What follows belongs to an exercise in optimizing a design on an open flow for small area and a short achievable clock period; a production flow would make more cautious choices.
In this exercise RTL edits were held to simulation tests only and were not proved equivalent to the original.

==> flow/design.v, too long to show whole: its modules and the start of the top module <==
// module top_FPU: 4289 lines
// module hd_fa_1: 4 lines
// module hd_fa_2: 4 lines
// module hd_ha_1: 4 lines
// module hd_o22ai_1: 3 lines
// module hd_xor2_1: 3 lines
// module hd_and2_1: 3 lines
// module hd_maj3_1: 3 lines
// module hd_nand4_1: 3 lines
// module hd_nor2_1: 3 lines
// module hd_nor2_4: 3 lines
// module hd_nand2_1: 3 lines
// module hd_nand2_4: 3 lines
// module hd_or2_1: 3 lines
// module hd_or2_4: 3 lines
// module hd_xnor2_1: 3 lines
// module hd_xnor2_4: 3 lines
// module hd_inv_1: 3 lines
// module hd_inv_2: 3 lines
// module hd_inv_4: 3 lines
// module hd_buf_2: 3 lines
// module hd_buf_4: 3 lines
// module hd_and4_1: 3 lines
// module hd_o21ai_1: 3 lines
// module hd_a21oi_1: 3 lines
// module hd_a32oi_4: 3 lines
module top_FPU ( clk, rst, operation, a_fpn, b_fpn, out );
  // ...
==> flow/flow/run.sh <==
#!/bin/bash
set -euo pipefail
here=$(cd "$(dirname "${BASH_SOURCE[0]}")" && pwd)
work=$(cd "$here/.." && pwd)
cd "$work"
bash "$work/standard.sh" "SYNTH_CANONICALIZE_TCL=$here/canon.tcl" synth > "$work/synth.log" 2>&1
bash "$work/standard.sh" > "$work/layout.log" 2>&1
==> flow/flow/canon.tcl <==
# Hook run in ORFS's canonicalize step (SYNTH_CANONICALIZE_TCL): each hd_* leaf
# module of the design is one standard cell; replace its behavioural body by an
# instance of that cell, so that synthesis keeps the cell as chosen.
set my_flow_dir [file dirname [file normalize [info script]]]
delete hd_*
read_verilog -sv $my_flow_dir/cells.v
hierarchy -check -top $::env(DESIGN_NAME)
==> flow/flow/cells.v <==
module hd_fa_1 (input A, input B, input CIN, output COUT, output SUM);
  sky130_fd_sc_hd__fa_1 u (.A(A), .B(B), .CIN(CIN), .COUT(COUT), .SUM(SUM));
endmodule
module hd_fa_2 (input A, input B, input CIN, output COUT, output SUM);
  sky130_fd_sc_hd__fa_2 u (.A(A), .B(B), .CIN(CIN), .COUT(COUT), .SUM(SUM));
endmodule
module hd_ha_1 (input A, input B, output COUT, output SUM);
  sky130_fd_sc_hd__ha_1 u (.A(A), .B(B), .COUT(COUT), .SUM(SUM));
endmodule
module hd_o22ai_1 (input A1, input A2, input B1, input B2, output Y);
  sky130_fd_sc_hd__o22ai_1 u (.A1(A1), .A2(A2), .B1(B1), .B2(B2), .Y(Y));
endmodule
module hd_xor2_1 (input A, input B, output X);
  sky130_fd_sc_hd__xor2_1 u (.A(A), .B(B), .X(X));
endmodule
module hd_and2_1 (input A, input B, output X);
  sky130_fd_sc_hd__and2_1 u (.A(A), .B(B), .X(X));
endmodule
module hd_maj3_1 (input A, input B, input C, output X);
  sky130_fd_sc_hd__maj3_1 u (.A(A), .B(B), .C(C), .X(X));
endmodule
module hd_nand4_1 (input A, input B, input C, input D, output Y);
  sky130_fd_sc_hd__nand4_1 u (.A(A), .B(B), .C(C), .D(D), .Y(Y));
endmodule
module hd_nor2_1 (input A, input B, output Y);
  sky130_fd_sc_hd__nor2_1 u (.A(A), .B(B), .Y(Y));
endmodule
module hd_nor2_4 (input A, input B, output Y);
  sky130_fd_sc_hd__nor2_4 u (.A(A), .B(B), .Y(Y));
endmodule
module hd_nand2_1 (input A, input B, output Y);
  sky130_fd_sc_hd__nand2_1 u (.A(A), .B(B), .Y(Y));
endmodule
module hd_nand2_4 (input A, input B, output Y);
  sky130_fd_sc_hd__nand2_4 u (.A(A), .B(B), .Y(Y));
endmodule
module hd_or2_1 (input A, input B, output X);
  sky130_fd_sc_hd__or2_1 u (.A(A), .B(B), .X(X));
endmodule
module hd_or2_4 (input A, input B, output X);
  sky130_fd_sc_hd__or2_4 u (.A(A), .B(B), .X(X));
endmodule
module hd_xnor2_1 (input A, input B, output Y);
  sky130_fd_sc_hd__xnor2_1 u (.A(A), .B(B), .Y(Y));
endmodule
module hd_xnor2_4 (input A, input B, output Y);
  sky130_fd_sc_hd__xnor2_4 u (.A(A), .B(B), .Y(Y));
endmodule
module hd_inv_1 (input A, output Y);
  sky130_fd_sc_hd__inv_1 u (.A(A), .Y(Y));
endmodule
module hd_inv_2 (input A, output Y);
  sky130_fd_sc_hd__inv_2 u (.A(A), .Y(Y));
endmodule
module hd_inv_4 (input A, output Y);
  sky130_fd_sc_hd__inv_4 u (.A(A), .Y(Y));
endmodule
module hd_buf_2 (input A, output X);
  sky130_fd_sc_hd__buf_2 u (.A(A), .X(X));
endmodule
module hd_buf_4 (input A, output X);
  sky130_fd_sc_hd__buf_4 u (.A(A), .X(X));
endmodule
module hd_and4_1 (input A, input B, input C, input D, output X);
  sky130_fd_sc_hd__and4_1 u (.A(A), .B(B), .C(C), .D(D), .X(X));
endmodule
module hd_o21ai_1 (input A1, input A2, input B1, output Y);
  sky130_fd_sc_hd__o21ai_1 u (.A1(A1), .A2(A2), .B1(B1), .Y(Y));
endmodule
module hd_a21oi_1 (input A1, input A2, input B1, output Y);
  sky130_fd_sc_hd__a21oi_1 u (.A1(A1), .A2(A2), .B1(B1), .Y(Y));
endmodule
module hd_a32oi_4 (input A1, input A2, input A3, input B1, input B2, output Y);
  sky130_fd_sc_hd__a32oi_4 u (.A1(A1), .A2(A2), .A3(A3), .B1(B1), .B2(B2), .Y(Y));
endmodule
==> flow/standard.sh <==
#!/bin/bash
# synth_recipe.tcl (not shown) runs the flow's synth.tcl, then flattens the netlist and writes it again
# the make line also repeats each setting of config.mk as NAME=value (left out here)
make -C /OpenROAD-flow-scripts/flow DESIGN_CONFIG=/design/flow/config.mk WORK_HOME=/design/flow/orfs CLKGATE_MAP_FILE= SYNTH_SCRIPT=/design/flow/synth_recipe.tcl "${@:-finish}"
==> flow/config.mk <==
export PLATFORM = sky130hd
export DESIGN_NAME = top_FPU
export DESIGN_NICKNAME = top_FPU
export VERILOG_FILES = /design/flow/design.v
export SDC_FILE = /design/flow/constraint.sdc
export NUM_CORES = 8
export LEC_CHECK = 0
export ABC_AREA = 1
export ABC_CLOCK_PERIOD_IN_PS = 1000000
export CAP_MARGIN = 20
export CORE_MARGIN = 2
export CORE_UTILIZATION = 65
export GPL_ROUTABILITY_DRIVEN = 0
export GPL_TIMING_DRIVEN = 0
export SLEW_MARGIN = 20
==> flow/constraint.sdc <==
create_clock -name core_clock -period 1000.0 [get_ports {clk}]
set_input_delay 200.0000 -clock core_clock [delete_from_list [all_inputs] [get_ports {clk}]]
set_output_delay 200.0000 -clock core_clock [all_outputs]
set_load 0.01 [all_outputs]
==> run summary, run 1 <==
- Outcome: finished clean
- Drt pass-1 iters: 11
- Syn Inst Count: 5,892
- Synth-to-Final Area Change: 5.69%
- Most used routing layer: met2
- N_diodes: 6
- Min-delay src: rst
- MaxCap Viol Count: 0
- Nets: approximately 7,500
- Clock buffer depth: 2
- Yosys top cell area share: 47.1%
- Post-route ant nets: 0
- Syn_area_per_cell: slightly below 9 um^2
- Mux cell area share after synthesis: 0.402%
- Clock Root Buffer: clkbuf_16
- Multi-input gate share of total cell area: approximately 88%
- GR Util met2: between 60 and 70%
- Post-CTS repair timing setup buffer count: 0
- Core Footprint: 80,000 um^2
- Top cells by area, synth: fa_1 (47%), o22ai_1 (14%), ha_1 (5.1%)
- Non-clock buffers: ~420
- Final setup vio count: 0
- Combinational family with the most area after synthesis: adder cells
- Crit path kind: in -> reg
- Asr flop ratio synth: 0%
- Total CTS buffers: 5
- Crit-path leading delay family: adder cells
- Post-route minimum period: a little under 300 ns
- Mapped Area: ~52,000 um^2
- Largest net degree at the start of global routing: 37
- CTS tree: built
- Largest class: multi-input combinational cells
- Max reg flops: 32
- Routed WL: 188,000 um
- Adder-cell area share of the yosys netlist: between 50% and 60%
- CLK BUF: 7
- Regs by FF count: out x32
- Commonest non-fill, non-tap cells in the layout: fa_1 (1,230), o22ai_1 (1,168), nand2_1 (697), o21ai_0 (373), inv_1 (326)
- Hold depth: 2
- Hold Fails Final Rpt: 0
==> run 2, diff against run 1 <==
--- a/flow/config.mk
+++ b/flow/config.mk
@@ -9,7 +9,7 @@
 export ABC_CLOCK_PERIOD_IN_PS = 1000000
 export CAP_MARGIN = 20
 export CORE_MARGIN = 2
-export CORE_UTILIZATION = 65
+export CORE_UTILIZATION = 45
 export GPL_ROUTABILITY_DRIVEN = 0
 export GPL_TIMING_DRIVEN = 0
 export SLEW_MARGIN = 20
==> run summary, run 2 <==
- Global route overflow: 0
- Syn_area_per_cell: 8.87 um^2 (unchanged)
- Die Ht: around 340 um
- Register area share after synthesis: around 1.2%
- Post-route non-filler standard cell count: ~7,600
- Post-CTS repair timing setup buffer count: 0 (unchanged)
- Slowest CP cell: o21ai_0
- TNS Setup: 0 ns
- Vias: 49,300
- Worst hold path class: in -> reg
- CTS tree: built
- # resized after CTS: 0
- Commonest non-fill, non-tap cell in the layout: fa_1
- CTS sink cnt: 32
- Synth-to-Final Area Change: 7.13%
- Dpl ws: a little over 700 ns
- Syn. warnings: 1
- Outcome: finished clean
- Asr flop ratio synth: 0% (unchanged)
- WL per Instance: 26.4 um
- Critical Path Source Type: input port
- Initial Util: 45.2%
- FMAX: ~3.4 MHz
- Die X: between 300 and 400 um
- Dpl cells: roughly 7,500
- Commonest non-fill, non-tap cells in the layout: fa_1 (1,230), o22ai_1 (1,168), nand2_1 (697), o21ai_0 (372), inv_1 (326)
- Iteration-0 DRC Markers: between 5,000 and 6,000
- Post-CTS Hold Buffers: 0
- Compound-Gate Fraction of Synth Area: between 20% and 30%
- Top cells by area, synth: fa_1 (47%), o22ai_1 (14%), ha_1 (5.1%)
- Utilization after layout: around half
- Clock buffer depth: 2 (unchanged)
- Initial antenna violation count: 7
- Largest reg by FF count: out
- Adder-cell area share of the yosys netlist: 52.6% (unchanged)
- Post-synth top area cell: fa_1
- Post-route minimum period: 294.03 ns (+1.08 ns)
- Core Footprint: 116,000 um^2 (+45%)
- Top_reg_cell synth: dfxtp_1
- Xor/xnor cell area share of the yosys netlist: between 5 and 6%
- Yosys top cell area share: 47.1% (unchanged)
- Placed cell area: roughly 56,000 um^2
- Dpl hpwl: between 150,000 and 200,000 um
- Final setup vio count: 0 (unchanged)
- Combinational family with the most area after synthesis: adder cells
- Max reg flops: 32 (unchanged)
- Synth Register Bits: 32
- Crit Path Max Fanout: 23
- Post-synth EDFFs: 0
- Min-delay src: rst
- Regs by FF count: out x32
- Post-route ant nets: 0 (unchanged)
- Required time worst endpoint: between 1000 and 1500 ns
- Fin worst setup slack: just over 700 ns
- Top cells by count, synth: fa_1 (1,230), o22ai_1 (1,171), nand2_1 (697), o21ai_0 (385), inv_1 (326)
- Vias in the first global route: 50,100
- MaxCap Viol Count: 0 (unchanged)
- Crit path launch: a_fpn[23]
- CP peak stage delay: 0.79 ns
- Number of port buffers: roughly 100
- Worst Tran Pin Value: between 1 and 1.5 ns
- Design Area, Final: ~56,000 um^2
- Unrepaired setup endpoints after global routing: no
- Syn Inst Count: 5,892 (unchanged)
- Fin. max-slew vios: 0
- First-pass GRT wire length: approximately 310,000 um
- Period utilization: 29.4%
- Vias per Instance: 6.53
- Clock Root Buffer: clkbuf_16
- Fin Hold WS: 200.60 ns
- CP arrival: 294.20 ns
- Nets: 7,536 (+0.053%)
- Hold Fails Final Rpt: 0 (unchanged)
- Mapped Area: 52,300 um^2 (unchanged)
- CTS clk-pin slew, worst paths: 0.05 ns
- Mux cell area share after synthesis: 0.402% (unchanged)
- Total GRT Usage: 34.0%
- Total CTS buffers: 5 (unchanged)
- Proportion of layout cells with a drive suffix above 1: 7.25%
- Top-level port count: 100
- Drt pass-1 iters: 8 (-3)
- Slew HR: ~20%
- Crit path capture type: flip-flop
- Drt drc: 0
- Crit path kind: in -> reg
- Routed WL: 199,000 um (+6.0%)
- Netlist cell types: 63
- Most frequent cell after synthesis: fa_1
- Simple-gate share of the synthesized area: roughly 11%
- Largest net degree at the start of global routing: 37 (unchanged)
- Die area: 119,000 um^2
- H-tree levels: 2
- Rows: 125
run 2: cell counts after synthesis:
No cell type changed its count.
run 2: worst paths after layout:
| check | slack (ns) | cells past startpoint | end |
|---|---|---|---|
| min | 200.60 | 2 | out[0]$_SDFF_PP0_ |
| max | 705.97 | 351 | out[20]$_SDFF_PP0_ |
run 2: critical path, delay by kind of cell:
family	cells	cell delay, ns
AOI/OAI and AO/OA	76	14.50
xor gates and xnor gates	49	11.07
adders and majority gates	54	30.51
buffers and inverters	25	7.58
and+or+nand+nor	147	30.41
run 2: kinds of logic (layout without fill, tap and decap cells):
group | count (synthesis) | in the layout
xor+xnor | 341 | 341
fa+ha+maj | 1466 | 1466
other cells | 1 | 8
buf+inv | 741 | 871
simple gates | 1312 | 1312
compound gates | 1978 | 1978
flops | 32 | 32
mux | 21 | 21
run 2: cell type report:
type                       instances  area, um^2
clock buffer                       6         129
sequential                        32         641
multi-input combinational       5121       48600
timing repair buffer             123        1380
clock inverter                     1        5.00
tap                             1524        1910
inverter                         445        1680
buffer                           296        1640
fill                           11400       59700
antenna                            5        12.5
run 2: routing by layer:
| layer | track usage (%) | wire length, um | vias to the layer above |
|---|---|---|---|
| met2 | 50.8 | 87200 | 2562 |
| met3 | 7.03 | 19200 | 471 |
| met4 | 17.0 | 12700 | 4 |
| met1 | 46.8 | 80000 | 25100 |
| met5 | 0 | 28 | - |
| li1 | - | - | 21200 |
==> run 3, diff against run 2 <==
==> flow/run.sh (new file) <==
#!/bin/bash
# synth_recipe.tcl (not shown) runs the flow's synth.tcl, then flattens the netlist and writes it again
# the make line also repeats each setting of config.mk as NAME=value (left out here)
make -C /OpenROAD-flow-scripts/flow DESIGN_CONFIG=/design/flow/config.mk WORK_HOME=/design/flow/orfs CLKGATE_MAP_FILE= SYNTH_SCRIPT=/design/flow/synth_recipe.tcl finish
--- a/flow/config.mk
+++ b/flow/config.mk
@@ -5,11 +5,12 @@
 export SDC_FILE = /design/flow/constraint.sdc
 export NUM_CORES = 8
 export LEC_CHECK = 0
-export ABC_AREA = 1
+export ABC_AREA = 0
 export ABC_CLOCK_PERIOD_IN_PS = 1000000
 export CAP_MARGIN = 20
 export CORE_MARGIN = 2
-export CORE_UTILIZATION = 45
+export CORE_UTILIZATION = 65
 export GPL_ROUTABILITY_DRIVEN = 0
 export GPL_TIMING_DRIVEN = 0
 export SLEW_MARGIN = 20
+export SYNTH_HIERARCHICAL = 1
removed: flow/flow/run.sh
removed: flow/flow/canon.tcl
removed: flow/flow/cells.v
removed: flow/standard.sh
==> run summary, run 3 <==
- Die Ht: 293 um (-15%)
- Dpl hpwl: 159,000 um (-4.8%)
- Top cells by count, synth: fa_1 (1,230), o22ai_1 (1,176), nand2_1 (372), nor2_1 (245), inv_1 (228)
- Unrepaired setup endpoints after global routing: no
- Top cells by area, synth: fa_1 (45%), o22ai_1 (14%), ha_1 (4.9%)
- Die X: 293 um (-15%)
- Post-synth top area cell: fa_1
- Number of port buffers: 97 (-2.0%)
- Routed WL: 195,000 um (-2.1%)
- Post-synth EDFFs: 0 (unchanged)
- Met2 WL: 79,900 um (-8.3%)
- Clock Root Buffer: clkbuf_16
- Crit Path Max Fanout: 25 (+8.7%)
- Commonest non-fill, non-tap cells in the layout: fa_1 (1,230), o22ai_1 (1,174), nand2_1 (372), nor2_1 (245), inv_1 (228)
- Total CTS buffers: 5 (unchanged)
- CTS clk-pin slew, worst paths: 0.06 ns (about the same)
- TNS Setup: 0 ns (unchanged)
- CTS sink cnt: 32 (unchanged)
- CP arrival: 291.53 ns (-2.67 ns)
- Met3 wire length: 29,400 um (+53%)
- Initial Util: 65.9% (+21 points)
- Clock buffer depth: 2 (unchanged)
- Worst hold path class: in -> reg
- Netlist cell types: 98 (+56%)
- CP dominant cell by count: a21oi_2
- Regs by FF count: out x32
- Rows: 105 (-16%)
- Top_reg_cell synth: dfxtp_1
- Hold Fails Final Rpt: 0 (unchanged)
- Post-route ant nets: 0 (unchanged)
- Slowest CP cell: fa_1
- Fillers: 6,721 (-41%)
- Proportion of layout cells with a drive suffix above 1: 6.80% (-0.45 points)
- Syn_area_per_cell: 9.49 um^2 (+7.0%)
- Outcome: finished clean
- FMAX: 3.43 MHz (+0.90%)
- Final setup vio count: 0 (unchanged)
- Register area share after synthesis: 1.18% (-0.045 points)
- Top-level port count: 100 (unchanged)
- MaxCap Viol Count: 0 (unchanged)
- Commonest non-fill, non-tap cell in the layout: fa_1
- CTS tree: built
- Dpl ws: 710.45 ns (+3.18 ns)
- Multi-input combinational cell area: 50,900 um^2 (+4.8%)
- Reg area: 641 um^2 (unchanged)
- Die area: 85,900 um^2 (-28%)
- CP Capture Point: out[22]$_SDFF_PP0_
- Syn Inst Count: 5,719 (-2.9%)
- Crit path launch: a_fpn[24]
- Yosys top cell area share: 45.4% (-1.7 points)
- Core Footprint: 82,400 um^2 (-29%)
- First-pass GRT wire length: 305,000 um (-2.1%)
- Crit path capture type: flip-flop
- Fin worst setup slack: 708.60 ns (+2.63 ns)
- Drt drc: 0 (unchanged)
- Wl on met1: 72,100 um (-9.8%)
- Period utilization: 29.1% (-0.26 points)
- Initial antenna violation count: 8 (+1)
- Mapped Area: 54,300 um^2 (+3.9%)
- CP peak stage delay: 0.84 ns (+0.05 ns)
- DR top layer: met5
- Max reg flops: 32 (unchanged)
- Fin. max-slew vios: 0 (unchanged)
- Iteration-0 DRC Markers: 7,490 (+33%)
- Post-route minimum period: 291.40 ns (-2.63 ns)
- Most frequent cell after synthesis: fa_1
- Largest reg by FF count: out
- Post-CTS repair timing setup buffer count: 0 (unchanged)
- Vias: 52,100 (+5.6%)
- Drt pass-1 iters: 17 (+9)
- Worst Tran Pin Value: 1.21 ns (+0.0159 ns)
- Post-CTS Hold Buffers: 0 (unchanged)
- Vias per Instance: 7.53 (+15%)
- Crit path kind: in -> reg
- Asr flop ratio synth: 0% (unchanged)
- Total GRT Usage: 45.5% (+12 points)
- Largest net degree at the start of global routing: 37 (unchanged)
- Slew HR: 19.0% (-0.60 points)
- H-tree levels: 2 (unchanged)
- WL per Instance: 28.2 um (+6.9%)
- Nets: 7,347 (-2.5%)
- # resized after CTS: 0 (unchanged)
- Synth Register Bits: 32 (unchanged)
- Synth-to-Final Area Change: 5.04%
- Critical Path Source Type: input port
- Vias in the first global route: 51,600 (+3.1%)
- Global route overflow: 0 (unchanged)
- Required time worst endpoint: 1000.13 ns (-0.04 ns)
- Syn. warnings: 7 (+6)
## run 3: how the worst min path moves through the flow
stage                         start            endpoint  slack (ns)  depth (start not counted)
after global placement    a_fpn[31]  out[31]$_SDFF_PP0_      200.58                          4
after floorplan                 rst   out[2]$_SDFF_PP0_      200.14                          2
after detailed placement  a_fpn[31]  out[31]$_SDFF_PP0_      200.62                          4
after CTS                 a_fpn[31]  out[31]$_SDFF_PP0_      200.33                          4
after global routing      a_fpn[31]  out[31]$_SDFF_PP0_      200.36                          4
final                     a_fpn[31]  out[31]$_SDFF_PP0_      200.38                          4
## run 3: kinds of logic after synthesis
family / count (synthesis) / share of synthesized area (%)
AO/OA/AOI/OAI: 2059 / 24.4
XOR/XNOR: 349 / 5.67
adder cells (fa/ha/maj): 1467 / 50.8
buffers and inverters: 555 / 5.23
flip-flops: 32 / 1.18
multiplexers: 158 / 3.04
other: 1 / 0.00691
AND/OR/NAND/NOR: 1098 / 9.73
## run 3: routing by layer
layer,vias to the layer above,track usage [%]
li1,21500,-
met1,25800,61.0
met2,3964,63.9
met3,862,18.3
met4,14,22.8
met5,-,1.25
## run 3: through the flow
step	instances	hold slack, ns	util (%)	area (um^2)
2_1_floorplan	5721	200.14	-	54300
3_3_place_gp	6888	200.58	68.7	56600
3_5_place_dp	6897	200.62	69.0	56800
4_1_cts	6905	200.33	69.2	57000
5_1_grt	6907	200.36	69.2	57000
6_report	6917	200.38	69.2	57000
## run 3: critical path: cells and delay by family
family	cells	cell delay, ns
mux	1	0.14
simple gates	81	22.13
buf+inv	26	10.51
xor+xnor	49	13.74
compound gates	77	13.55
fa+ha+maj	51	31.32
## run 3: layout make-up
class / count / share of cell area [%]
clock inverters: 3 / 0.0746
flip-flops and latches: 32 / 1.12
diodes: 11 / 0.0483
inverters: 235 / 1.55
multi-input cells: 5134 / 89.3
clock buffers: 5 / 0.219
well taps: 1070 / 2.35
plain buffers: 320 / 3.44
repair buffers: 107 / 1.90
## run 3: Yosys stat by module (local to each module, per instance), excerpt
module / flip-flops and latches / cells / copies in the design / cell area (um^2)
top_FPU: 32 / 2139 / 1 / 14200
hd_fa_1: 0 / 1 / 1224 / 20.0
hd_maj3_1: 0 / 1 / 22 / 11.3
hd_and4_1: 0 / 1 / 23 / 8.76
hd_a21oi_1: 0 / 1 / 70 / 8.76
hd_xor2_1: 0 / 1 / 211 / 8.76
hd_buf_4: 0 / 1 / 96 / 7.51
hd_nand4_1: 0 / 1 / 24 / 6.26
hd_and2_1: 0 / 1 / 70 / 6.26
hd_o21ai_1: 0 / 1 / 47 / 5.00
hd_nor2_1: 0 / 1 / 93 / 3.75

afterwards: timing with drivers on the ports:
No port has a modelled driver above. Below, the same layouts with a new extraction and two added sets of constraints. Step 1 assumes that a clkbuf_16 drives the clock port and a buf_2 every other input. Step 2 times the ports against the registers' clock, not the clock port: input delays grow and output delays shrink by t, the midpoint of the rising clock arrivals with the driver on. Slacks: ideal / step 1 / step 2; pairs: ideal / step 1.
run | shift t [ns] | slack for setup (ns) | latest minus earliest clock arrival (ns) | worst slew at a driven data input, ns | cell pins on the clock port's net
run 1 | 0.319 | 707.046 / 707.050 / 706.731 | 0.005 / 0.005 | 0.10 | 1
run 2 | 0.298 | 705.968 / 705.968 / 705.670 | 0.002 / 0.002 | 0.13 | 1
run 3 | 0.309 | 708.597 / 708.592 / 708.283 | 0.008 / 0.008 | 0.05 | 1
After both steps setup and hold are still met in every run listed. The setup slack of run 1, which loses most, moves by +0.004 ns with the drivers and by -0.315 ns with both steps.
